Background: an optimization exercise with open tools, aiming at small area, a short achievable clock period and few clock cycles. Do not read the settings as production practice.
The RTL was checked by simulation tests, not by an equivalence proof against the original design.
No activity file was given, so power comes from the tool's default toggle rates.

==> flow/design.v, too long to show whole: its modules and the start of the top module <==
// module d_BCH_KES_top: 1118 lines
module d_BCH_KES_top
(
    input  wire         i_clk,
    input  wire         i_RESET,
    input  wire         i_stop_dec,
    input  wire [3:0]   i_channel_sel,
    input  wire         i_execute_kes,
    input  wire         i_data_fowarding,
    input  wire         i_buf_available,
    input  wire         i_chunk_number,
    input  wire         i_buf_sequence_end,
    output reg          o_kes_sequence_end,
    output wire         o_kes_fail,
    output wire         o_kes_available,
    output wire [3:0]   o_channel_sel,
    output wire         o_chunk_number,
    output wire         o_buf_sequence_end,
    output wire [3:0]   o_error_count,
    input  wire [323:0] i_syndromes,
    output wire [11:0]  o_v_2i_000,
    output wire [11:0]  o_v_2i_001,
    output wire [11:0]  o_v_2i_002,
    output wire [11:0]  o_v_2i_003,
    output wire [11:0]  o_v_2i_004,
    output wire [11:0]  o_v_2i_005,
    output wire [11:0]  o_v_2i_006,
    output wire [11:0]  o_v_2i_007,
    output wire [11:0]  o_v_2i_008,
    output wire [11:0]  o_v_2i_009,
    output wire [11:0]  o_v_2i_010,
    output wire [11:0]  o_v_2i_011,
    output wire [11:0]  o_v_2i_012,
    output wire [11:0]  o_v_2i_013,
    output wire [11:0]  o_v_2i_014
);
  // ...
==> flow/flow/run.sh <==
#!/bin/bash
# Layout flow: the standard ORFS flow (standard.sh, unchanged synthesis), with plain
# buf_2 cells as the port buffers instead of the default delay buffers.
set -euo pipefail
cd "$(dirname "$0")/.."
bash standard.sh "BUFFER_PORTS_ARGS=-buffer_cell sky130_fd_sc_hd__buf_2" finish > run_standard.log 2>&1
==> flow/standard.sh <==
#!/bin/bash
# synth_recipe.tcl (not shown) runs the flow's synth.tcl, then flattens the netlist and writes it again
# the make line also repeats each setting of config.mk as NAME=value (left out here)
make -C /OpenROAD-flow-scripts/flow DESIGN_CONFIG=/design/flow/config.mk WORK_HOME=/design/flow/orfs CLKGATE_MAP_FILE= SYNTH_SCRIPT=/design/flow/synth_recipe.tcl "${@:-finish}"
==> flow/config.mk <==
export PLATFORM = sky130hd
export DESIGN_NAME = d_BCH_KES_top
export DESIGN_NICKNAME = d_BCH_KES_top
export VERILOG_FILES = /design/flow/design.v
export SDC_FILE = /design/flow/constraint.sdc
export NUM_CORES = 4
export LEC_CHECK = 0
export ABC_CLOCK_PERIOD_IN_PS = 3000
export CAP_MARGIN = 20
export CORE_MARGIN = 2
export CORE_UTILIZATION = 30
export CTS_CLUSTER_DIAMETER = 60
export CTS_CLUSTER_SIZE = 30
export PLACE_DENSITY = 0.5
export SETUP_SLACK_MARGIN = 5
export SLEW_MARGIN = 20
==> flow/constraint.sdc <==
create_clock -name core_clock -period 8.5 [get_ports {i_clk}]
set_input_delay 1.7000 -clock core_clock [delete_from_list [all_inputs] [get_ports {i_clk}]]
set_output_delay 1.7000 -clock core_clock [all_outputs]
set_load 0.01 [all_outputs]
==> impl_summary.log, run 1 <==
INFO  metric status = complete, no violations
INFO  metric worst_ep_arrival_time = 4.61 ns
INFO  metric cp_slowest_stage_delay = 0.73 ns
INFO  metric timing.hold.worst.start = b_t[15][10]$_DFF_P_
INFO  metric yosysUniqueCellTypes = 56
INFO  metric synth_mux_area_share = 4.73%
INFO  metric fin_ws = 4.77 ns
INFO  metric floorplan.core_area = 403000 um2
INFO  metric clockBufferDepth = 4
INFO  metric critical_path.cell_chain = buf_12 > buf_12 > buf_4 > buf_4 > nor4_2 > nand3_1 > nor2_2 > nand2_1 > nand2_1 > a21boi_0 > nand2b_1 > ha_1 > nand3_1 > o22ai_1 > o221ai_1
INFO  metric buffers_excl_clock = 1476
INFO  metric critical_path_maximum_fanout = 4
INFO  metric syn_area_per_cell = 8.19 um2
INFO  metric synth_seq_cells = 1671
INFO  metric numClockSinks = 1671
INFO  metric wl_per_cell = 32.4 um
INFO  metric n_clock_buffer = 194
INFO  metric kind_of_cell_with_the_highest_combined_delay_on_the_critical_path = simple AND/OR/NAND/NOR gates
INFO  metric finish.net_count = 15600
INFO  metric power.clock.total = 9.41 mW
INFO  metric synth_commonest_cells = sky130_fd_sc_hd__nand2_1, sky130_fd_sc_hd__xnor2_1, sky130_fd_sc_hd__xor2_1
INFO  metric fp.dieW = 641 um
INFO  metric worst_slew_pin_slew = 1.32 ns
INFO  metric hold_ws = 0.286 ns
INFO  metric worst_reg2reg_startpoint = a_v[9][2]$_DFF_P_
INFO  metric layout-area-overhead-vs-synth = 24.6%
INFO  metric timing.fmax = 0.268 GHz
INFO  metric num_antenna_cells = 50
INFO  metric layout.filler_cells = 41200
INFO  metric finalWorstPathRequiredPeriod = 3.73 ns
INFO  metric yosys.area_share.simple = 18.5%
INFO  metric layout_top_registers = a_t x324, b_t x324
INFO  metric half_perimeter_wire_length_of_the_detailed_placement_result = 467000 um
Testbench counts, summed over its fixed seeds: cycles 17,936.
==> inputs of run 2 (changes only) <==
--- a/flow/design.v
+++ b/flow/design.v
@@ -50,16 +50,58 @@
     reg         r_g;
     reg  [11:0] b_v [0:15];
     reg  [11:0] b_k [1:14];
     reg  [11:0] b_t [0:26];
     reg         r_pend, r_fail;
     reg  [3:0]  r_ec;
     reg  [5:0]  r_tag;
     reg  [11:0] r_v [0:14];
+    wire [11:0] w_s1 = i_syndromes[323:312];
+    wire [11:0] w_s2 = i_syndromes[311:300];
+    wire [11:0] w_s3 = i_syndromes[299:288];
+    wire [22:0] w_s12u;
+    assign w_s12u[0] = ^{(w_s1[0] & w_s2[0])};
+    assign w_s12u[1] = ^{(w_s1[0] & w_s2[1]), (w_s1[1] & w_s2[0])};
+    assign w_s12u[2] = ^{(w_s1[0] & w_s2[2]), (w_s1[1] & w_s2[1]), (w_s1[2] & w_s2[0])};
+    assign w_s12u[3] = ^{(w_s1[0] & w_s2[3]), (w_s1[1] & w_s2[2]), (w_s1[2] & w_s2[1]), (w_s1[3] & w_s2[0])};
+    assign w_s12u[4] = ^{(w_s1[0] & w_s2[4]), (w_s1[1] & w_s2[3]), (w_s1[2] & w_s2[2]), (w_s1[3] & w_s2[1]), (w_s1[4] & w_s2[0])};
+    assign w_s12u[5] = ^{(w_s1[0] & w_s2[5]), (w_s1[1] & w_s2[4]), (w_s1[2] & w_s2[3]), (w_s1[3] & w_s2[2]), (w_s1[4] & w_s2[1]), (w_s1[5] & w_s2[0])};
+    assign w_s12u[6] = ^{(w_s1[0] & w_s2[6]), (w_s1[1] & w_s2[5]), (w_s1[2] & w_s2[4]), (w_s1[3] & w_s2[3]), (w_s1[4] & w_s2[2]), (w_s1[5] & w_s2[1]), (w_s1[6] & w_s2[0])};
+    assign w_s12u[7] = ^{(w_s1[0] & w_s2[7]), (w_s1[1] & w_s2[6]), (w_s1[2] & w_s2[5]), (w_s1[3] & w_s2[4]), (w_s1[4] & w_s2[3]), (w_s1[5] & w_s2[2]), (w_s1[6] & w_s2[1]), (w_s1[7] & w_s2[0])};
+    assign w_s12u[8] = ^{(w_s1[0] & w_s2[8]), (w_s1[1] & w_s2[7]), (w_s1[2] & w_s2[6]), (w_s1[3] & w_s2[5]), (w_s1[4] & w_s2[4]), (w_s1[5] & w_s2[3]), (w_s1[6] & w_s2[2]), (w_s1[7] & w_s2[1]), (w_s1[8] & w_s2[0])};
+    assign w_s12u[9] = ^{(w_s1[0] & w_s2[9]), (w_s1[1] & w_s2[8]), (w_s1[2] & w_s2[7]), (w_s1[3] & w_s2[6]), (w_s1[4] & w_s2[5]), (w_s1[5] & w_s2[4]), (w_s1[6] & w_s2[3]), (w_s1[7] & w_s2[2]), (w_s1[8] & w_s2[1]), (w_s1[9] & w_s2[0])};
+    assign w_s12u[10] = ^{(w_s1[0] & w_s2[10]), (w_s1[1] & w_s2[9]), (w_s1[2] & w_s2[8]), (w_s1[3] & w_s2[7]), (w_s1[4] & w_s2[6]), (w_s1[5] & w_s2[5]), (w_s1[6] & w_s2[4]), (w_s1[7] & w_s2[3]), (w_s1[8] & w_s2[2]), (w_s1[9] & w_s2[1]), (w_s1[10] & w_s2[0])};
+    assign w_s12u[11] = ^{(w_s1[0] & w_s2[11]), (w_s1[1] & w_s2[10]), (w_s1[2] & w_s2[9]), (w_s1[3] & w_s2[8]), (w_s1[4] & w_s2[7]), (w_s1[5] & w_s2[6]), (w_s1[6] & w_s2[5]), (w_s1[7] & w_s2[4]), (w_s1[8] & w_s2[3]), (w_s1[9] & w_s2[2]), (w_s1[10] & w_s2[1]), (w_s1[11] & w_s2[0])};
+    assign w_s12u[12] = ^{(w_s1[1] & w_s2[11]), (w_s1[2] & w_s2[10]), (w_s1[3] & w_s2[9]), (w_s1[4] & w_s2[8]), (w_s1[5] & w_s2[7]), (w_s1[6] & w_s2[6]), (w_s1[7] & w_s2[5]), (w_s1[8] & w_s2[4]), (w_s1[9] & w_s2[3]), (w_s1[10] & w_s2[2]), (w_s1[11] & w_s2[1])};
+    assign w_s12u[13] = ^{(w_s1[2] & w_s2[11]), (w_s1[3] & w_s2[10]), (w_s1[4] & w_s2[9]), (w_s1[5] & w_s2[8]), (w_s1[6] & w_s2[7]), (w_s1[7] & w_s2[6]), (w_s1[8] & w_s2[5]), (w_s1[9] & w_s2[4]), (w_s1[10] & w_s2[3]), (w_s1[11] & w_s2[2])};
+    assign w_s12u[14] = ^{(w_s1[3] & w_s2[11]), (w_s1[4] & w_s2[10]), (w_s1[5] & w_s2[9]), (w_s1[6] & w_s2[8]), (w_s1[7] & w_s2[7]), (w_s1[8] & w_s2[6]), (w_s1[9] & w_s2[5]), (w_s1[10] & w_s2[4]), (w_s1[11] & w_s2[3])};
+    assign w_s12u[15] = ^{(w_s1[4] & w_s2[11]), (w_s1[5] & w_s2[10]), (w_s1[6] & w_s2[9]), (w_s1[7] & w_s2[8]), (w_s1[8] & w_s2[7]), (w_s1[9] & w_s2[6]), (w_s1[10] & w_s2[5]), (w_s1[11] & w_s2[4])};
+    assign w_s12u[16] = ^{(w_s1[5] & w_s2[11]), (w_s1[6] & w_s2[10]), (w_s1[7] & w_s2[9]), (w_s1[8] & w_s2[8]), (w_s1[9] & w_s2[7]), (w_s1[10] & w_s2[6]), (w_s1[11] & w_s2[5])};
+    assign w_s12u[17] = ^{(w_s1[6] & w_s2[11]), (w_s1[7] & w_s2[10]), (w_s1[8] & w_s2[9]), (w_s1[9] & w_s2[8]), (w_s1[10] & w_s2[7]), (w_s1[11] & w_s2[6])};
+    assign w_s12u[18] = ^{(w_s1[7] & w_s2[11]), (w_s1[8] & w_s2[10]), (w_s1[9] & w_s2[9]), (w_s1[10] & w_s2[8]), (w_s1[11] & w_s2[7])};
+    assign w_s12u[19] = ^{(w_s1[8] & w_s2[11]), (w_s1[9] & w_s2[10]), (w_s1[10] & w_s2[9]), (w_s1[11] & w_s2[8])};
+    assign w_s12u[20] = ^{(w_s1[9] & w_s2[11]), (w_s1[10] & w_s2[10]), (w_s1[11] & w_s2[9])};
+    assign w_s12u[21] = ^{(w_s1[10] & w_s2[11]), (w_s1[11] & w_s2[10])};
+    assign w_s12u[22] = ^{(w_s1[11] & w_s2[11])};
+    wire [11:0] w_d1;
+    assign w_d1[0] = ^{w_s12u[0], w_s12u[12], w_s12u[17], w_s12u[20], w_s12u[21], w_s12u[22], w_s3[0]};
+    assign w_d1[1] = ^{w_s12u[1], w_s12u[13], w_s12u[18], w_s12u[21], w_s12u[22], w_s3[1]};
+    assign w_d1[2] = ^{w_s12u[2], w_s12u[14], w_s12u[19], w_s12u[22], w_s3[2]};
+    assign w_d1[3] = ^{w_s12u[3], w_s12u[12], w_s12u[15], w_s12u[17], w_s12u[21], w_s12u[22], w_s3[3]};
+    assign w_d1[4] = ^{w_s12u[4], w_s12u[12], w_s12u[13], w_s12u[16], w_s12u[17], w_s12u[18], w_s12u[20], w_s12u[21], w_s3[4]};
+    assign w_d1[5] = ^{w_s12u[5], w_s12u[13], w_s12u[14], w_s12u[17], w_s12u[18], w_s12u[19], w_s12u[21], w_s12u[22], w_s3[5]};
+    assign w_d1[6] = ^{w_s12u[6], w_s12u[14], w_s12u[15], w_s12u[18], w_s12u[19], w_s12u[20], w_s12u[22], w_s3[6]};
+    assign w_d1[7] = ^{w_s12u[7], w_s12u[12], w_s12u[15], w_s12u[16], w_s12u[17], w_s12u[19], w_s12u[22], w_s3[7]};
+    assign w_d1[8] = ^{w_s12u[8], w_s12u[13], w_s12u[16], w_s12u[17], w_s12u[18], w_s12u[20], w_s3[8]};
+    assign w_d1[9] = ^{w_s12u[9], w_s12u[14], w_s12u[17], w_s12u[18], w_s12u[19], w_s12u[21], w_s3[9]};
+    assign w_d1[10] = ^{w_s12u[10], w_s12u[15], w_s12u[18], w_s12u[19], w_s12u[20], w_s12u[22], w_s3[10]};
+    assign w_d1[11] = ^{w_s12u[11], w_s12u[16], w_s12u[19], w_s12u[20], w_s12u[21], w_s3[11]};
+    wire [11:0] w_inj = {12{r_avail & ~i_data_fowarding}} & w_d1;
+    wire w_s1nz = ~i_data_fowarding & (|w_s1);
     wire [5:0] w_avs0 = a_v[0][5:0] ^ a_v[0][11:6];
     wire [11:0] w_w0 = a_t[0] & {12{r_g}};
     wire [5:0] w_ats0 = w_w0[5:0] ^ w_w0[11:6];
     wire [5:0] w_avs1 = a_v[1][5:0] ^ a_v[1][11:6];
     wire [11:0] w_w1 = a_t[26] & {12{r_g}};
     wire [5:0] w_ats1 = w_w1[5:0] ^ w_w1[11:6];
     wire [5:0] w_avs2 = a_v[2][5:0] ^ a_v[2][11:6];
     wire [11:0] w_w2 = a_t[25] & {12{r_g}};
@@ -131,17 +173,16 @@
     assign w_dH[3] = ^{(a_v[0][6] & w_w0[9]), (a_v[0][7] & w_w0[8]), (a_v[0][8] & w_w0[7]), (a_v[0][9] & w_w0[6]), (a_v[1][6] & w_w1[9]), (a_v[1][7] & w_w1[8]), (a_v[1][8] & w_w1[7]), (a_v[1][9] & w_w1[6]), (a_v[2][6] & w_w2[9]), (a_v[2][7] & w_w2[8]), (a_v[2][8] & w_w2[7]), (a_v[2][9] & w_w2[6]), (a_v[3][6] & w_w3[9]), (a_v[3][7] & w_w3[8]), (a_v[3][8] & w_w3[7]), (a_v[3][9] & w_w3[6]), (a_v[4][6] & w_w4[9]), (a_v[4][7] & w_w4[8]), (a_v[4][8] & w_w4[7]), (a_v[4][9] & w_w4[6]), (a_v[5][6] & w_w5[9]), (a_v[5][7] & w_w5[8]), (a_v[5][8] & w_w5[7]), (a_v[5][9] & w_w5[6]), (a_v[6][6] & w_w6[9]), (a_v[6][7] & w_w6[8]), (a_v[6][8] & w_w6[7]), (a_v[6][9] & w_w6[6]), (a_v[7][6] & w_w7[9]), (a_v[7][7] & w_w7[8]), (a_v[7][8] & w_w7[7]), (a_v[7][9] & w_w7[6]), (a_v[8][6] & w_w8[9]), (a_v[8][7] & w_w8[8]), (a_v[8][8] & w_w8[7]), (a_v[8][9] & w_w8[6]), (a_v[9][6] & w_w9[9]), (a_v[9][7] & w_w9[8]), (a_v[9][8] & w_w9[7]), (a_v[9][9] & w_w9[6]), (a_v[10][6] & w_w10[9]), (a_v[10][7] & w_w10[8]), (a_v[10][8] & w_w10[7]), (a_v[10][9] & w_w10[6]), (a_v[11][6] & w_w11[9]), (a_v[11][7] & w_w11[8]), (a_v[11][8] & w_w11[7]), (a_v[11][9] & w_w11[6]), (a_v[12][6] & w_w12[9]), (a_v[12][7] & w_w12[8]), (a_v[12][8] & w_w12[7]), (a_v[12][9] & w_w12[6]), (a_v[13][6] & w_w13[9]), (a_v[13][7] & w_w13[8]), (a_v[13][8] & w_w13[7]), (a_v[13][9] & w_w13[6]), (a_v[14][6] & w_w14[9]), (a_v[14][7] & w_w14[8]), (a_v[14][8] & w_w14[7]), (a_v[14][9] & w_w14[6])};
     assign w_dH[4] = ^{(a_v[0][6] & w_w0[10]), (a_v[0][7] & w_w0[9]), (a_v[0][8] & w_w0[8]), (a_v[0][9] & w_w0[7]), (a_v[0][10] & w_w0[6]), (a_v[1][6] & w_w1[10]), (a_v[1][7] & w_w1[9]), (a_v[1][8] & w_w1[8]), (a_v[1][9] & w_w1[7]), (a_v[1][10] & w_w1[6]), (a_v[2][6] & w_w2[10]), (a_v[2][7] & w_w2[9]), (a_v[2][8] & w_w2[8]), (a_v[2][9] & w_w2[7]), (a_v[2][10] & w_w2[6]), (a_v[3][6] & w_w3[10]), (a_v[3][7] & w_w3[9]), (a_v[3][8] & w_w3[8]), (a_v[3][9] & w_w3[7]), (a_v[3][10] & w_w3[6]), (a_v[4][6] & w_w4[10]), (a_v[4][7] & w_w4[9]), (a_v[4][8] & w_w4[8]), (a_v[4][9] & w_w4[7]), (a_v[4][10] & w_w4[6]), (a_v[5][6] & w_w5[10]), (a_v[5][7] & w_w5[9]), (a_v[5][8] & w_w5[8]), (a_v[5][9] & w_w5[7]), (a_v[5][10] & w_w5[6]), (a_v[6][6] & w_w6[10]), (a_v[6][7] & w_w6[9]), (a_v[6][8] & w_w6[8]), (a_v[6][9] & w_w6[7]), (a_v[6][10] & w_w6[6]), (a_v[7][6] & w_w7[10]), (a_v[7][7] & w_w7[9]), (a_v[7][8] & w_w7[8]), (a_v[7][9] & w_w7[7]), (a_v[7][10] & w_w7[6]), (a_v[8][6] & w_w8[10]), (a_v[8][7] & w_w8[9]), (a_v[8][8] & w_w8[8]), (a_v[8][9] & w_w8[7]), (a_v[8][10] & w_w8[6]), (a_v[9][6] & w_w9[10]), (a_v[9][7] & w_w9[9]), (a_v[9][8] & w_w9[8]), (a_v[9][9] & w_w9[7]), (a_v[9][10] & w_w9[6]), (a_v[10][6] & w_w10[10]), (a_v[10][7] & w_w10[9]), (a_v[10][8] & w_w10[8]), (a_v[10][9] & w_w10[7]), (a_v[10][10] & w_w10[6]), (a_v[11][6] & w_w11[10]), (a_v[11][7] & w_w11[9]), (a_v[11][8] & w_w11[8]), (a_v[11][9] & w_w11[7]), (a_v[11][10] & w_w11[6]), (a_v[12][6] & w_w12[10]), (a_v[12][7] & w_w12[9]), (a_v[12][8] & w_w12[8]), (a_v[12][9] & w_w12[7]), (a_v[12][10] & w_w12[6]), (a_v[13][6] & w_w13[10]), (a_v[13][7] & w_w13[9]), (a_v[13][8] & w_w13[8]), (a_v[13][9] & w_w13[7]), (a_v[13][10] & w_w13[6]), (a_v[14][6] & w_w14[10]), (a_v[14][7] & w_w14[9]), (a_v[14][8] & w_w14[8]), (a_v[14][9] & w_w14[7]), (a_v[14][10] & w_w14[6])};
     assign w_dH[5] = ^{(a_v[0][6] & w_w0[11]), (a_v[0][7] & w_w0[10]), (a_v[0][8] & w_w0[9]), (a_v[0][9] & w_w0[8]), (a_v[0][10] & w_w0[7]), (a_v[0][11] & w_w0[6]), (a_v[1][6] & w_w1[11]), (a_v[1][7] & w_w1[10]), (a_v[1][8] & w_w1[9]), (a_v[1][9] & w_w1[8]), (a_v[1][10] & w_w1[7]), (a_v[1][11] & w_w1[6]), (a_v[2][6] & w_w2[11]), (a_v[2][7] & w_w2[10]), (a_v[2][8] & w_w2[9]), (a_v[2][9] & w_w2[8]), (a_v[2][10] & w_w2[7]), (a_v[2][11] & w_w2[6]), (a_v[3][6] & w_w3[11]), (a_v[3][7] & w_w3[10]), (a_v[3][8] & w_w3[9]), (a_v[3][9] & w_w3[8]), (a_v[3][10] & w_w3[7]), (a_v[3][11] & w_w3[6]), (a_v[4][6] & w_w4[11]), (a_v[4][7] & w_w4[10]), (a_v[4][8] & w_w4[9]), (a_v[4][9] & w_w4[8]), (a_v[4][10] & w_w4[7]), (a_v[4][11] & w_w4[6]), (a_v[5][6] & w_w5[11]), (a_v[5][7] & w_w5[10]), (a_v[5][8] & w_w5[9]), (a_v[5][9] & w_w5[8]), (a_v[5][10] & w_w5[7]), (a_v[5][11] & w_w5[6]), (a_v[6][6] & w_w6[11]), (a_v[6][7] & w_w6[10]), (a_v[6][8] & w_w6[9]), (a_v[6][9] & w_w6[8]), (a_v[6][10] & w_w6[7]), (a_v[6][11] & w_w6[6]), (a_v[7][6] & w_w7[11]), (a_v[7][7] & w_w7[10]), (a_v[7][8] & w_w7[9]), (a_v[7][9] & w_w7[8]), (a_v[7][10] & w_w7[7]), (a_v[7][11] & w_w7[6]), (a_v[8][6] & w_w8[11]), (a_v[8][7] & w_w8[10]), (a_v[8][8] & w_w8[9]), (a_v[8][9] & w_w8[8]), (a_v[8][10] & w_w8[7]), (a_v[8][11] & w_w8[6]), (a_v[9][6] & w_w9[11]), (a_v[9][7] & w_w9[10]), (a_v[9][8] & w_w9[9]), (a_v[9][9] & w_w9[8]), (a_v[9][10] & w_w9[7]), (a_v[9][11] & w_w9[6]), (a_v[10][6] & w_w10[11]), (a_v[10][7] & w_w10[10]), (a_v[10][8] & w_w10[9]), (a_v[10][9] & w_w10[8]), (a_v[10][10] & w_w10[7]), (a_v[10][11] & w_w10[6]), (a_v[11][6] & w_w11[11]), (a_v[11][7] & w_w11[10]), (a_v[11][8] & w_w11[9]), (a_v[11][9] & w_w11[8]), (a_v[11][10] & w_w11[7]), (a_v[11][11] & w_w11[6]), (a_v[12][6] & w_w12[11]), (a_v[12][7] & w_w12[10]), (a_v[12][8] & w_w12[9]), (a_v[12][9] & w_w12[8]), (a_v[12][10] & w_w12[7]), (a_v[12][11] & w_w12[6]), (a_v[13][6] & w_w13[11]), (a_v[13][7] & w_w13[10]), (a_v[13][8] & w_w13[9]), (a_v[13][9] & w_w13[8]), (a_v[13][10] & w_w13[7]), (a_v[13][11] & w_w13[6]), (a_v[14][6] & w_w14[11]), (a_v[14][7] & w_w14[10]), (a_v[14][8] & w_w14[9]), (a_v[14][9] & w_w14[8]), (a_v[14][10] & w_w14[7]), (a_v[14][11] & w_w14[6])};
     assign w_dH[6] = ^{(a_v[0][7] & w_w0[11]), (a_v[0][8] & w_w0[10]), (a_v[0][9] & w_w0[9]), (a_v[0][10] & w_w0[8]), (a_v[0][11] & w_w0[7]), (a_v[1][7] & w_w1[11]), (a_v[1][8] & w_w1[10]), (a_v[1][9] & w_w1[9]), (a_v[1][10] & w_w1[8]), (a_v[1][11] & w_w1[7]), (a_v[2][7] & w_w2[11]), (a_v[2][8] & w_w2[10]), (a_v[2][9] & w_w2[9]), (a_v[2][10] & w_w2[8]), (a_v[2][11] & w_w2[7]), (a_v[3][7] & w_w3[11]), (a_v[3][8] & w_w3[10]), (a_v[3][9] & w_w3[9]), (a_v[3][10] & w_w3[8]), (a_v[3][11] & w_w3[7]), (a_v[4][7] & w_w4[11]), (a_v[4][8] & w_w4[10]), (a_v[4][9] & w_w4[9]), (a_v[4][10] & w_w4[8]), (a_v[4][11] & w_w4[7]), (a_v[5][7] & w_w5[11]), (a_v[5][8] & w_w5[10]), (a_v[5][9] & w_w5[9]), (a_v[5][10] & w_w5[8]), (a_v[5][11] & w_w5[7]), (a_v[6][7] & w_w6[11]), (a_v[6][8] & w_w6[10]), (a_v[6][9] & w_w6[9]), (a_v[6][10] & w_w6[8]), (a_v[6][11] & w_w6[7]), (a_v[7][7] & w_w7[11]), (a_v[7][8] & w_w7[10]), (a_v[7][9] & w_w7[9]), (a_v[7][10] & w_w7[8]), (a_v[7][11] & w_w7[7]), (a_v[8][7] & w_w8[11]), (a_v[8][8] & w_w8[10]), (a_v[8][9] & w_w8[9]), (a_v[8][10] & w_w8[8]), (a_v[8][11] & w_w8[7]), (a_v[9][7] & w_w9[11]), (a_v[9][8] & w_w9[10]), (a_v[9][9] & w_w9[9]), (a_v[9][10] & w_w9[8]), (a_v[9][11] & w_w9[7]), (a_v[10][7] & w_w10[11]), (a_v[10][8] & w_w10[10]), (a_v[10][9] & w_w10[9]), (a_v[10][10] & w_w10[8]), (a_v[10][11] & w_w10[7]), (a_v[11][7] & w_w11[11]), (a_v[11][8] & w_w11[10]), (a_v[11][9] & w_w11[9]), (a_v[11][10] & w_w11[8]), (a_v[11][11] & w_w11[7]), (a_v[12][7] & w_w12[11]), (a_v[12][8] & w_w12[10]), (a_v[12][9] & w_w12[9]), (a_v[12][10] & w_w12[8]), (a_v[12][11] & w_w12[7]), (a_v[13][7] & w_w13[11]), (a_v[13][8] & w_w13[10]), (a_v[13][9] & w_w13[9]), (a_v[13][10] & w_w13[8]), (a_v[13][11] & w_w13[7]), (a_v[14][7] & w_w14[11]), (a_v[14][8] & w_w14[10]), (a_v[14][9] & w_w14[9]), (a_v[14][10] & w_w14[8]), (a_v[14][11] & w_w14[7])};
     assign w_dH[7] = ^{(a_v[0][8] & w_w0[11]), (a_v[0][9] & w_w0[10]), (a_v[0][10] & w_w0[9]), (a_v[0][11] & w_w0[8]), (a_v[1][8] & w_w1[11]), (a_v[1][9] & w_w1[10]), (a_v[1][10] & w_w1[9]), (a_v[1][11] & w_w1[8]), (a_v[2][8] & w_w2[11]), (a_v[2][9] & w_w2[10]), (a_v[2][10] & w_w2[9]), (a_v[2][11] & w_w2[8]), (a_v[3][8] & w_w3[11]), (a_v[3][9] & w_w3[10]), (a_v[3][10] & w_w3[9]), (a_v[3][11] & w_w3[8]), (a_v[4][8] & w_w4[11]), (a_v[4][9] & w_w4[10]), (a_v[4][10] & w_w4[9]), (a_v[4][11] & w_w4[8]), (a_v[5][8] & w_w5[11]), (a_v[5][9] & w_w5[10]), (a_v[5][10] & w_w5[9]), (a_v[5][11] & w_w5[8]), (a_v[6][8] & w_w6[11]), (a_v[6][9] & w_w6[10]), (a_v[6][10] & w_w6[9]), (a_v[6][11] & w_w6[8]), (a_v[7][8] & w_w7[11]), (a_v[7][9] & w_w7[10]), (a_v[7][10] & w_w7[9]), (a_v[7][11] & w_w7[8]), (a_v[8][8] & w_w8[11]), (a_v[8][9] & w_w8[10]), (a_v[8][10] & w_w8[9]), (a_v[8][11] & w_w8[8]), (a_v[9][8] & w_w9[11]), (a_v[9][9] & w_w9[10]), (a_v[9][10] & w_w9[9]), (a_v[9][11] & w_w9[8]), (a_v[10][8] & w_w10[11]), (a_v[10][9] & w_w10[10]), (a_v[10][10] & w_w10[9]), (a_v[10][11] & w_w10[8]), (a_v[11][8] & w_w11[11]), (a_v[11][9] & w_w11[10]), (a_v[11][10] & w_w11[9]), (a_v[11][11] & w_w11[8]), (a_v[12][8] & w_w12[11]), (a_v[12][9] & w_w12[10]), (a_v[12][10] & w_w12[9]), (a_v[12][11] & w_w12[8]), (a_v[13][8] & w_w13[11]), (a_v[13][9] & w_w13[10]), (a_v[13][10] & w_w13[9]), (a_v[13][11] & w_w13[8]), (a_v[14][8] & w_w14[11]), (a_v[14][9] & w_w14[10]), (a_v[14][10] & w_w14[9]), (a_v[14][11] & w_w14[8])};
     assign w_dH[8] = ^{(a_v[0][9] & w_w0[11]), (a_v[0][10] & w_w0[10]), (a_v[0][11] & w_w0[9]), (a_v[1][9] & w_w1[11]), (a_v[1][10] & w_w1[10]), (a_v[1][11] & w_w1[9]), (a_v[2][9] & w_w2[11]), (a_v[2][10] & w_w2[10]), (a_v[2][11] & w_w2[9]), (a_v[3][9] & w_w3[11]), (a_v[3][10] & w_w3[10]), (a_v[3][11] & w_w3[9]), (a_v[4][9] & w_w4[11]), (a_v[4][10] & w_w4[10]), (a_v[4][11] & w_w4[9]), (a_v[5][9] & w_w5[11]), (a_v[5][10] & w_w5[10]), (a_v[5][11] & w_w5[9]), (a_v[6][9] & w_w6[11]), (a_v[6][10] & w_w6[10]), (a_v[6][11] & w_w6[9]), (a_v[7][9] & w_w7[11]), (a_v[7][10] & w_w7[10]), (a_v[7][11] & w_w7[9]), (a_v[8][9] & w_w8[11]), (a_v[8][10] & w_w8[10]), (a_v[8][11] & w_w8[9]), (a_v[9][9] & w_w9[11]), (a_v[9][10] & w_w9[10]), (a_v[9][11] & w_w9[9]), (a_v[10][9] & w_w10[11]), (a_v[10][10] & w_w10[10]), (a_v[10][11] & w_w10[9]), (a_v[11][9] & w_w11[11]), (a_v[11][10] & w_w11[10]), (a_v[11][11] & w_w11[9]), (a_v[12][9] & w_w12[11]), (a_v[12][10] & w_w12[10]), (a_v[12][11] & w_w12[9]), (a_v[13][9] & w_w13[11]), (a_v[13][10] & w_w13[10]), (a_v[13][11] & w_w13[9]), (a_v[14][9] & w_w14[11]), (a_v[14][10] & w_w14[10]), (a_v[14][11] & w_w14[9])};
     assign w_dH[9] = ^{(a_v[0][10] & w_w0[11]), (a_v[0][11] & w_w0[10]), (a_v[1][10] & w_w1[11]), (a_v[1][11] & w_w1[10]), (a_v[2][10] & w_w2[11]), (a_v[2][11] & w_w2[10]), (a_v[3][10] & w_w3[11]), (a_v[3][11] & w_w3[10]), (a_v[4][10] & w_w4[11]), (a_v[4][11] & w_w4[10]), (a_v[5][10] & w_w5[11]), (a_v[5][11] & w_w5[10]), (a_v[6][10] & w_w6[11]), (a_v[6][11] & w_w6[10]), (a_v[7][10] & w_w7[11]), (a_v[7][11] & w_w7[10]), (a_v[8][10] & w_w8[11]), (a_v[8][11] & w_w8[10]), (a_v[9][10] & w_w9[11]), (a_v[9][11] & w_w9[10]), (a_v[10][10] & w_w10[11]), (a_v[10][11] & w_w10[10]), (a_v[11][10] & w_w11[11]), (a_v[11][11] & w_w11[10]), (a_v[12][10] & w_w12[11]), (a_v[12][11] & w_w12[10]), (a_v[13][10] & w_w13[11]), (a_v[13][11] & w_w13[10]), (a_v[14][10] & w_w14[11]), (a_v[14][11] & w_w14[10])};
     assign w_dH[10] = ^{(a_v[0][11] & w_w0[11]), (a_v[1][11] & w_w1[11]), (a_v[2][11] & w_w2[11]), (a_v[3][11] & w_w3[11]), (a_v[4][11] & w_w4[11]), (a_v[5][11] & w_w5[11]), (a_v[6][11] & w_w6[11]), (a_v[7][11] & w_w7[11]), (a_v[8][11] & w_w8[11]), (a_v[9][11] & w_w9[11]), (a_v[10][11] & w_w10[11]), (a_v[11][11] & w_w11[11]), (a_v[12][11] & w_w12[11]), (a_v[13][11] & w_w13[11]), (a_v[14][11] & w_w14[11])};
-    wire [11:0] w_inj = {12{r_avail & ~i_data_fowarding}} & i_syndromes[323:312];
     wire [11:0] w_d;
     assign w_d[0] = ^{w_dH[0], w_dH[5], w_dH[6], w_dH[8], w_dH[9], w_dH[10], w_dL[0], w_dL[6], w_dM[6], w_inj[0]};
     assign w_d[1] = ^{w_dH[1], w_dH[6], w_dH[7], w_dH[9], w_dH[10], w_dL[1], w_dL[7], w_dM[7], w_inj[1]};
     assign w_d[2] = ^{w_dH[2], w_dH[7], w_dH[8], w_dH[10], w_dL[2], w_dL[8], w_dM[8], w_inj[2]};
     assign w_d[3] = ^{w_dH[0], w_dH[3], w_dH[5], w_dH[6], w_dH[10], w_dL[3], w_dL[6], w_dL[9], w_dM[6], w_dM[9], w_inj[3]};
     assign w_d[4] = ^{w_dH[0], w_dH[1], w_dH[4], w_dH[5], w_dH[7], w_dH[8], w_dH[9], w_dH[10], w_dL[4], w_dL[6], w_dL[7], w_dL[10], w_dM[6], w_dM[7], w_dM[10], w_inj[4]};
     assign w_d[5] = ^{w_dH[1], w_dH[2], w_dH[5], w_dH[6], w_dH[8], w_dH[9], w_dH[10], w_dL[5], w_dL[7], w_dL[8], w_dM[7], w_dM[8], w_inj[5]};
     assign w_d[6] = ^{w_dH[0], w_dH[2], w_dH[3], w_dH[6], w_dH[7], w_dH[9], w_dH[10], w_dL[0], w_dL[6], w_dL[8], w_dL[9], w_dM[0], w_dM[8], w_dM[9], w_inj[6]};
@@ -1050,28 +1091,31 @@
         a_rp  <= w_nrp;
         for (i = 0; i < 16; i = i + 1) a_v[i] <= w_nv[i];
         for (i = 1; i < 15; i = i + 1) a_k[i] <= w_nk[i];
         for (i = 0; i < 27; i = i + 1) a_t[i] <= b_t[(i + 2) % 27];
         if (w_free) begin
             b_val <= i_execute_kes & ~w_rst;
             b_fwd <= i_data_fowarding;
             b_yng <= b_val;
-            b_cnt <= 4'd0;
+            b_cnt <= 4'd1;
             b_tag <= {i_channel_sel, i_chunk_number, i_buf_sequence_end};
-            b_rp  <= 12'd1;
-            b_deg <= 4'd0;
+            b_rp  <= w_s1nz ? w_s1 : 12'd1;
+            b_deg <= {3'd0, w_s1nz};
             b_cd  <= 1'b1;
             b_cbd <= 1'b1;
-            b_dlt <= 12'd1;
-            b_dlts <= 6'd1;
+            b_dlt <= w_s1nz ? w_s1 : 12'd1;
+            b_dlts <= w_s1nz ? (w_s1[5:0] ^ w_s1[11:6]) : 6'd1;
             b_v[0] <= 12'd1;
-            for (i = 1; i < 16; i = i + 1) b_v[i] <= 12'd0;
-            for (i = 1; i < 15; i = i + 1) b_k[i] <= 12'd0;
-            for (i = 0; i < 27; i = i + 1) b_t[i] <= i_syndromes[323 - 12*i -: 12];
+            b_v[1] <= i_data_fowarding ? 12'd0 : w_s1;
+            for (i = 2; i < 16; i = i + 1) b_v[i] <= 12'd0;
+            b_k[1] <= {11'd0, w_s1nz};
+            b_k[2] <= {11'd0, ~w_s1nz};
+            for (i = 3; i < 15; i = i + 1) b_k[i] <= 12'd0;
+            for (i = 0; i < 27; i = i + 1) b_t[i] <= i_syndromes[323 - 12*((i + 2) % 27) -: 12];
         end else begin
             b_val <= a_val & ~w_rst;
             b_fwd <= a_fwd;
             b_yng <= a_yng;
             b_cnt <= a_cnt;
             b_tag <= a_tag;
             b_rp  <= a_rp;
             b_deg <= w_adeg;
==> impl_summary.log, run 2 <==
INFO  metric status = complete, no violations (unchanged)
INFO  metric clockBufferDepth = 4 (unchanged)
INFO  metric dr_vias_cell = 5.12 (was 5.06)
INFO  metric numCtsBuffers = 154 (was 183)
INFO  metric layout_top_registers = a_t x324, b_t x324 (unchanged)
INFO  metric ctsHtreeMaxLevel = 4 (unchanged)
INFO  metric final-instance-count-excl-fill = 21400 (was 20900)
INFO  metric finish.net_count = 16100 (was 15600)
INFO  metric ir_worst_vdd = 226 uV (was 165 uV)
INFO  metric wl_per_cell = 32.0 um (was 32.4 um)
INFO  metric vias_in_the_first_global_route = 102000 (was 98300)
INFO  metric drt-pass1-iter-count = 10 (was 8)
INFO  metric max-cap-violations = 0 (unchanged)
INFO  metric numClockSinks = 1671 (unchanged)
INFO  metric first_pass_grt_wire_length = 905000 um (was 891000 um)
INFO  metric timing_worst_setup_path_type = register to register (unchanged)
INFO  metric critPathBufInv = 1 (was 4)
INFO  metric postSynth.asyncResetShare = 0% (unchanged)
INFO  metric critical_path_required = 9.28 ns (was 9.38 ns)
INFO  metric placement.io_buffers = 528 (unchanged)
INFO  metric yosysMostFrequentCell = sky130_fd_sc_hd__nand2_1 (unchanged)
INFO  metric clk_root_buffer_cell = sky130_fd_sc_hd__clkbuf_16 (unchanged)
INFO  metric end_kind = register (unchanged)
INFO  metric drive_above_1_share = 20.9% (was 21.0%)
INFO  metric slew_headroom = 21.1% (was 11.8%)
INFO  metric synth_seq_cells = 1671 (unchanged)
INFO  metric timing.fmax = 0.263 GHz (was 0.268 GHz)
INFO  metric cp_slowest_stage_delay = 0.58 ns (was 0.73 ns)
INFO  metric start_util = 30.2% (about the same)
INFO  metric finalHoldViolCount = 0 (unchanged)
INFO  metric place_inst = 20400 (was 20000)
INFO  metric overflow_left_after_global_routing = 0 (unchanged)
INFO  metric synthesis.nets = 15600 (was 15200)
INFO  metric yosys_warnings = 8 (unchanged)
INFO  metric final_min_period_over_clock_period = 44.7% (was 43.8%)
INFO  metric yosysTopAreaCellShare = 30.8% (was 30.4%)
INFO  metric most_common_cell_on_crit_path = sky130_fd_sc_hd__xnor2_2
INFO  metric critical_path_maximum_fanout = 8 (was 4)
INFO  metric cts.reportedPaths.clkPinSlew = 0.09 ns (about the same)
INFO  metric mostFrequentLayoutCell = sky130_fd_sc_hd__nand2_1 (unchanged)
INFO  metric cts_tree = yes (unchanged)
INFO  metric timing_max_transition_violations_final = 0 (unchanged)
INFO  metric fin_ws = 4.70 ns (was 4.77 ns)
INFO  metric final_cell_mix = sky130_fd_sc_hd__nand2_1, sky130_fd_sc_hd__xnor2_1, sky130_fd_sc_hd__xor2_1, sky130_fd_sc_hd__dfxtp_1, sky130_fd_sc_hd__buf_4 (was sky130_fd_sc_hd__nand2_1, sky130_fd_sc_hd__xnor2_1, sky130_fd_sc_hd__xor2_1, sky130_fd_sc_hd__dfxtp_1, sky130_fd_sc_hd__buf_2)
INFO  metric final_core_util = 37.3% (was 37.6%)
INFO  metric fp.dieArea = 422000 um2 (was 411000 um2)
INFO  metric drtIter0Drc = 14800 (was 14100)
INFO  metric floorplan.core_area = 414000 um2 (was 403000 um2)
INFO  metric synth_seq_area_share = 28.3% (was 29.0%)
INFO  metric cpMaxStageDelayCell = sky130_fd_sc_hd__xnor3_2 (was sky130_fd_sc_hd__nor4_2)
INFO  metric antenna_found_initial = 74 (was 83)
INFO  metric fp.dieW = 649 um (was 641 um)
INFO  metric drc = 0 (unchanged)
INFO  metric postRouteWirelength = 685000 um (was 677000 um)
INFO  metric timing.hold.worst.class = register to register (unchanged)
INFO  metric finalSetupViolCount = 0 (unchanged)
INFO  metric worst_setup_path_start_kind = register (unchanged)
INFO  metric synth_commonest_cells = sky130_fd_sc_hd__nand2_1, sky130_fd_sc_hd__xnor2_1, sky130_fd_sc_hd__dfxtp_1 (was sky130_fd_sc_hd__nand2_1, sky130_fd_sc_hd__xnor2_1, sky130_fd_sc_hd__xor2_1)
INFO  metric power.density = 201 nW/um2 (was 143 nW/um2)
INFO  metric synth.area.top_cells = sky130_fd_sc_hd__xnor2_1, sky130_fd_sc_hd__dfxtp_1, sky130_fd_sc_hd__nand2_1, sky130_fd_sc_hd__xor2_1, sky130_fd_sc_hd__edfxtp_1 (unchanged)
INFO  metric worst_ep_arrival_time = 4.57 ns (was 4.61 ns)
INFO  metric fin_tns_setup = 0 ns (unchanged)
INFO  metric syn-cell-area = 125000 um2 (was 122000 um2)
INFO  metric global_route_total_usage_across_every_layer = 30.9% (was 31.7%)
INFO  metric yosysUniqueCellTypes = 51 (was 56)
INFO  metric power.leakage = 52.5 nW (was 51.0 nW)
INFO  metric final_area = 154000 um2 (was 152000 um2)
INFO  metric die_h = 649 um (was 641 um)
INFO  metric rows = 236 (was 233)
INFO  metric syn_area_per_cell = 8.20 um2 (was 8.19 um2)
INFO  metric yosysTopAreaCell = sky130_fd_sc_hd__xnor2_1 (unchanged)
INFO  metric total_power = 31.0 mW (was 21.7 mW)
INFO  metric critical_path.cell_chain = xor2_4 > buf_4 > nand3_1 > xor2_4 > xnor2_2 > xnor2_2 > xnor2_4 > xnor2_2 > xnor2_2 > xnor3_2 > xnor2_2 > xnor3_1 (was buf_12 > buf_12 > buf_4 > buf_4 > nor4_2 > nand3_1 > nor2_2 > nand2_1 > nand2_1 > a21boi_0 > nand2b_1 > ha_1 > nand3_1 > o22ai_1 > o221ai_1)
INFO  metric clkLatencyLatePin = 0.95 ns (was 1.01 ns)
INFO  metric worst_slew_pin_slew = 1.17 ns (was 1.32 ns)
INFO  metric floorplan.io_pins = 529 (unchanged)
INFO  metric count_of_flip_flops_with_a_built_in_enable_after_synthesis = 191 (unchanged)
INFO  metric gp_congestion = 1.06 (was 1.03)
INFO  metric grt_setup_unrepaired = yes (unchanged)
INFO  metric routed-via-count = 110000 (was 106000)
INFO  metric finalWorstPathRequiredPeriod = 3.80 ns (was 3.73 ns)
INFO  metric hold_ws = 0.279 ns (was 0.286 ns)
INFO  metric ant_nets = 0 (unchanged)
INFO  metric ys.flop_type = sky130_fd_sc_hd__dfxtp_1 (unchanged)
INFO  metric pre_cts_ws = 3.18 ns (was 3.57 ns)
INFO  metric layout-area-overhead-vs-synth = 23.6% (was 24.6%)
INFO  metric placement.cell_area = 133000 um2 (was 130000 um2)
INFO  metric half_perimeter_wire_length_of_the_detailed_placement_result = 467000 um (about the same)
INFO  metric kind_of_cell_with_the_highest_combined_delay_on_the_critical_path = XOR/XNOR gates (was simple AND/OR/NAND/NOR gates)
INFO  metric grt_max_degree = 159 (was 122)
INFO  metric finalClockSkew = 0.0819 ns (was 0.0946 ns)
INFO  metric postSynthCellCount = 15200 (was 14900)
## run 2: cell type report
cell class / instances / area (um2)
antenna: 51 / 128
clock buffer: 164 / 3940
clock inverter: 112 / 1740
fill: 42100 / 260000
inverter: 42 / 161
multi-input combinational: 12200 / 88800
sequential: 1671 / 35900
tap: 5474 / 6850
timing repair buffer: 1671 / 16800
## run 2: final timing paths
| path | start | slack, ns | end | cells after the start |
|---|---|---|---|---|
| max reg2reg | a_t[22][8]$_DFF_P_ | 4.70 | b_ds[4]$_DFF_P_ | 12 |
| max | a_t[22][8]$_DFF_P_ | 4.70 | b_ds[4]$_DFF_P_ | 12 |
| min | b_t[26][6]$_DFF_P_ | 0.28 | a_t[24][6]$_DFF_P_ | 0 |
| min reg2reg | b_t[26][6]$_DFF_P_ | 0.28 | a_t[24][6]$_DFF_P_ | 0 |
## run 2: kinds of logic (layout without fill, tap and decap cells)
| group | count (synthesis) | in the layout | synth area share (%) |
|---|---|---|---|
| DFF | 1671 | 1671 | 28.3 |
| muxes | 508 | 508 | 4.58 |
| and+or+nand+nor | 5607 | 5608 | 18.3 |
| xor gates and xnor gates | 5995 | 5995 | 43.4 |
| other | 0 | 51 | 0 |
| adders and majority gates | 14 | 14 | 0.140 |
| buffers and inverters | 1338 | 1989 | 4.73 |
| AOI/OAI and AO/OA | 97 | 97 | 0.473 |
## run 2: what timing repair did
action                                   CTS  global route
buffers inserted                         408           239
gates resized for setup                 1145           595
endpoints found under the setup margin   242           103
hold buffers                               0             0
pin swaps                                195           218
gates cloned                              12            11
## run 2: metal layers
layer	track usage (%)	routed length, um	up-vias
met5	0.192	428	-
met4	23.1	63600	32
met3	8.38	71400	2072
met2	45.7	286000	6973
met1	38.1	264000	53300
li1	-	-	47300
## run 2: power breakdown
group	switching (mW)	internal [mW]	leakage, nW
Combinational	8.53	5.07	35.2
Clock	4.07	3.78	2.71
Sequential	0.969	8.59	14.6
Total	13.6	17.4	52.5
Testbench counts of run 2, summed over its fixed seeds: cycles 16,656.
==> inputs of run 3 (changes only) <==
--- a/flow/config.mk
+++ b/flow/config.mk
@@ -9,8 +9,6 @@
 export CAP_MARGIN = 20
 export CORE_MARGIN = 2
 export CORE_UTILIZATION = 30
-export CTS_CLUSTER_DIAMETER = 60
-export CTS_CLUSTER_SIZE = 30
 export PLACE_DENSITY = 0.5
 export SETUP_SLACK_MARGIN = 5
 export SLEW_MARGIN = 20
==> impl_summary.log, run 3 <==
INFO  metric status = complete, no violations (unchanged)
INFO  metric placement.io_buffers = 528 (unchanged)
INFO  metric cts.reportedPaths.clkPinSlew = 0.07 ns (was 0.09 ns)
INFO  metric cpMaxStageDelayCell = sky130_fd_sc_hd__xnor3_2 (unchanged)
INFO  metric power.leakage = 52.1 nW (was 52.5 nW)
INFO  metric synth_seq_cells = 1671 (unchanged)
INFO  metric mostFrequentLayoutCell = sky130_fd_sc_hd__nand2_1 (unchanged)
INFO  metric layout-area-overhead-vs-synth = 23.0% (was 23.6%)
INFO  metric dr_vias_cell = 5.14 (was 5.12)
INFO  metric worst_r2r_path_depth = 16 (was 12)
INFO  metric synth.area.top_cells = sky130_fd_sc_hd__xnor2_1, sky130_fd_sc_hd__dfxtp_1, sky130_fd_sc_hd__nand2_1, sky130_fd_sc_hd__xor2_1, sky130_fd_sc_hd__edfxtp_1 (unchanged)
INFO  metric drtIter0Drc = 15200 (was 14800)
INFO  metric slew_headroom = 27.3% (was 21.1%)
INFO  metric timing_max_transition_violations_final = 0 (unchanged)
INFO  metric timing.fmax = 0.260 GHz (was 0.263 GHz)
INFO  metric drive_above_1_share = 20.0% (was 20.9%)
INFO  metric timing_worst_setup_path_type = register to register (unchanged)
INFO  metric half_perimeter_wire_length_of_the_detailed_placement_result = 467000 um (unchanged)
INFO  metric syn-cell-area = 125000 um2 (unchanged)
INFO  metric worst_ep_arrival_time = 4.65 ns (was 4.57 ns)
INFO  metric worst_setup_path_endpoint = b_d[7]$_DFF_P_ (was b_ds[4]$_DFF_P_)
INFO  metric floorplan.io_pins = 529 (unchanged)
INFO  metric fp.dieW = 649 um (unchanged)
INFO  metric die_h = 649 um (unchanged)
INFO  metric critical_path.cell_chain = buf_12 > xor2_4 > buf_4 > nand3_4 > xor2_2 > xnor2_2 > xnor2_2 > xnor2_2 > xnor3_2 > xnor2_4 > buf_6 > buf_6 > buf_6 > xor2_4 > xnor3_1 > xnor2_1 (was xor2_4 > buf_4 > nand3_1 > xor2_4 > xnor2_2 > xnor2_2 > xnor2_4 > xnor2_2 > xnor2_2 > xnor3_2 > xnor2_2 > xnor3_1)
INFO  metric rows = 236 (unchanged)
INFO  metric timing.hold.worst.class = register to register (unchanged)
INFO  metric synth_seq_area_share = 28.3% (unchanged)
INFO  metric ctsHtreeMaxLevel = 4 (unchanged)
INFO  metric start_util = 30.2% (unchanged)
INFO  metric worst_reg2reg_startpoint = a_v[5][3]$_DFF_P_ (was a_t[22][8]$_DFF_P_)
INFO  metric antenna_found_initial = 72 (was 74)
INFO  metric stages_on_worst_setup_path = 16 (was 12)
INFO  metric count_of_flip_flops_with_a_built_in_enable_after_synthesis = 191 (unchanged)
INFO  metric grt_max_degree = 159 (unchanged)
INFO  metric power.density = 207 nW/um2 (was 201 nW/um2)
INFO  metric cts-hold-fix-buffers = 0 (unchanged)
INFO  metric worst_slew_pin_slew = 1.08 ns (was 1.17 ns)
INFO  metric yosysTopAreaCell = sky130_fd_sc_hd__xnor2_1 (unchanged)
INFO  metric synthesis.nets = 15600 (unchanged)
INFO  metric drt-pass1-iter-count = 9 (was 10)
INFO  metric worst_setup_path_start_kind = register (unchanged)
INFO  metric clk_root_buffer_cell = sky130_fd_sc_hd__clkbuf_16 (unchanged)
INFO  metric postSynth.asyncResetShare = 0% (unchanged)
INFO  metric ys.flop_type = sky130_fd_sc_hd__dfxtp_1 (unchanged)
INFO  metric wl_per_cell = 32.1 um (was 32.0 um)
INFO  metric layout_top_registers = a_t x324, b_t x324 (unchanged)
INFO  metric critical_path_required = 9.30 ns (was 9.28 ns)
INFO  metric critPathBufInv = 5 (was 1)
INFO  metric yosys_warnings = 8 (unchanged)
INFO  metric ant_nets = 0 (unchanged)
INFO  metric yosysUniqueCellTypes = 51 (unchanged)
INFO  metric max-cap-violations = 0 (unchanged)
INFO  metric numCtsBuffers = 186 (was 154)
INFO  metric vias_in_the_first_global_route = 102000 (about the same)
INFO  metric fin_tns_setup = 0 ns (unchanged)
INFO  metric critical_path_maximum_fanout = 4 (was 8)
INFO  metric reg2reg_setup_slack = 4.65 ns (was 4.70 ns)
INFO  metric clockBufferDepth = 4 (unchanged)
INFO  metric finalHoldViolCount = 0 (unchanged)
INFO  metric postRouteWirelength = 688000 um (was 685000 um)
INFO  metric postSynthCellCount = 15200 (unchanged)
INFO  metric worst_r2r_endpoint = b_d[7]$_DFF_P_ (was b_ds[4]$_DFF_P_)
INFO  metric floorplan.core_area = 414000 um2 (unchanged)
INFO  metric kind_of_cell_with_the_highest_combined_delay_on_the_critical_path = XOR/XNOR gates (unchanged)
INFO  metric finalClockSkew = 0.103 ns (was 0.0819 ns)
INFO  metric first_pass_grt_wire_length = 908000 um (was 905000 um)
INFO  metric numClockSinks = 1671 (unchanged)
INFO  metric final-instance-count-excl-fill = 21400 (about the same)
INFO  metric syn_area_per_cell = 8.20 um2 (unchanged)
INFO  metric yosysMostFrequentCell = sky130_fd_sc_hd__nand2_1 (unchanged)
INFO  metric drc = 0 (unchanged)
INFO  metric finalSetupViolCount = 0 (unchanged)
INFO  metric grt_setup_unrepaired = yes (unchanged)
INFO  metric ir_worst_vdd = 274 uV (was 226 uV)
INFO  metric yosysTopAreaCellShare = 30.8% (unchanged)
INFO  metric routed-via-count = 110000 (about the same)
INFO  metric clkLatencyLatePin = 0.97 ns (was 0.95 ns)
INFO  metric place_inst = 20400 (unchanged)
INFO  metric finish.net_count = 16100 (about the same)
INFO  metric cp_slowest_stage_delay = 0.53 ns (was 0.58 ns)
INFO  metric synth_commonest_cells = sky130_fd_sc_hd__nand2_1, sky130_fd_sc_hd__xnor2_1, sky130_fd_sc_hd__dfxtp_1 (unchanged)
INFO  metric cts_tree = yes (unchanged)
INFO  metric fp.dieArea = 422000 um2 (unchanged)
INFO  metric end_kind = register (unchanged)
INFO  metric finalWorstPathRequiredPeriod = 3.85 ns (was 3.80 ns)
INFO  metric global_route_total_usage_across_every_layer = 31.0% (was 30.9%)
INFO  metric overflow_left_after_global_routing = 0 (unchanged)
INFO  metric setup_crit_start = a_v[5][3]$_DFF_P_ (was a_t[22][8]$_DFF_P_)
INFO  metric gp_congestion = 1.06 (unchanged)
INFO  metric final_cell_mix = sky130_fd_sc_hd__nand2_1, sky130_fd_sc_hd__xnor2_1, sky130_fd_sc_hd__xor2_1, sky130_fd_sc_hd__dfxtp_1, sky130_fd_sc_hd__buf_4 (unchanged)
INFO  metric final_min_period_over_clock_period = 45.3% (was 44.7%)
-- run 3: layout make-up --
cell class | count | area (um2)
Sequential cell | 1671 | 35800
Clock inverter | 78 | 950
Clock buffer | 254 | 5310
Tap cell | 5474 | 6850
Timing Repair Buffer | 1610 | 15900
Multi-Input combinational cell | 12200 | 88400
Inverter | 42 | 161
Antenna cell | 63 | 158
Fill cell | 42200 | 260000
-- run 3: worst min path at each step --
stage / from / end / slack, ns / cells past startpoint
finish: b_t[20][6]$_DFF_P_ / a_t[18][6]$_DFF_P_ / 0.27 / 0
global route: b_t[20][6]$_DFF_P_ / a_t[18][6]$_DFF_P_ / 0.28 / 0
detailed placement: b_t[13][9]$_DFF_P_ / a_t[11][9]$_DFF_P_ / 0.31 / 0
floorplan: b_deg[0]$_DFF_P_ / a_dp[0]$_DFF_P_ / 0.31 / 0
CTS: b_t[20][6]$_DFF_P_ / a_t[18][6]$_DFF_P_ / 0.25 / 0
global placement: b_t[0][7]$_DFF_P_ / a_t[25][7]$_DFF_P_ / 0.31 / 0
-- run 3: cell families after synthesis --
| group | synth area share [%] |
|---|---|
| AND/OR/NAND/NOR | 18.3 |
| XOR/XNOR | 43.4 |
| multiplexers | 4.58 |
| flip-flops | 28.3 |
| adder cells (fa/ha/maj) | 0.140 |
| AO/OA/AOI/OAI | 0.473 |
| buffers and inverters | 4.73 |
-- run 3: per-stage QoR --
stage               cell area [um2]  hold WS (ns)  setup slack, ns  power [mW]  utilization (%)
finish                       154000         0.269             4.65        31.8             37.1
global route                 153000         0.281             4.62        32.0             37.1
CTS                          149000         0.253             4.82        30.2             35.9
detailed placement           133000         0.312             3.18        20.3             32.1
global placement             133000         0.310             3.19        20.3             32.1
floorplan                    125000         0.310             4.43        15.0                -
-- run 3: repair_timing --
item                                     CTS  global route
buffers inserted                         376           206
pin swaps                                168           148
endpoints found under the setup margin   238           132
gates resized for setup                 1010           516
gates cloned                              17            10
hold endpoints to repair                   0             0
-- run 3: layer usage --
layer	part of all wire (%)	wire length, um	global-route usage (%)	vias up
met5	0.090	621	0	-
met4	9.2	63600	23.5	32
met3	11	74000	8.58	2123
met2	42	287000	45.7	7412
met1	38	262000	38.4	53300
li1	-	-	-	47300
-- run 3: where the power goes --
part	switching (mW)	total, mW	internal (mW)
registers	0.985	9.59	8.61
clock network	3.71	8.50	4.78
logic	8.65	13.7	5.04

## afterwards: timing with drivers on the ports
Ports are ideal in the flow. The routed layouts listed here were re-timed in OpenROAD. Step 1 (the two cells are an assumption about what drives the block):
set clk [get_ports {i_clk}]
set_driving_cell -lib_cell sky130_fd_sc_hd__clkbuf_16 $clk
set_driving_cell -lib_cell sky130_fd_sc_hd__buf_2 [delete_from_list [all_inputs] $clk]
Step 2 also shifts input and output timing later by t, the mid clock arrival at the registers, as if the neighbouring blocks saw the same clock. Three values: ideal, step 1, step 2; two values: the first two.
| run | t (ns) | slack for setup (ns) | worst setup path after step 2 | latest minus earliest clock arrival (ns) | worst data-port slew with drivers (ns) |
|---|---|---|---|---|---|
| run 1 | 1.090 | 4.774 / 4.774 / 4.774 | register to register | 0.095 / 0.095 | 0.12 |
| run 2 | 1.031 | 4.704 / 4.704 / 3.802 | input to register | 0.090 / 0.090 | 0.17 |
| run 3 | 1.038 | 4.653 / 4.653 / 3.855 | input to register | 0.108 / 0.109 | 0.17 |
After both steps every run listed still meets setup and hold. The setup slack of run 2, which loses most, moves by 0.000 ns with the drivers and by -0.902 ns with both steps.
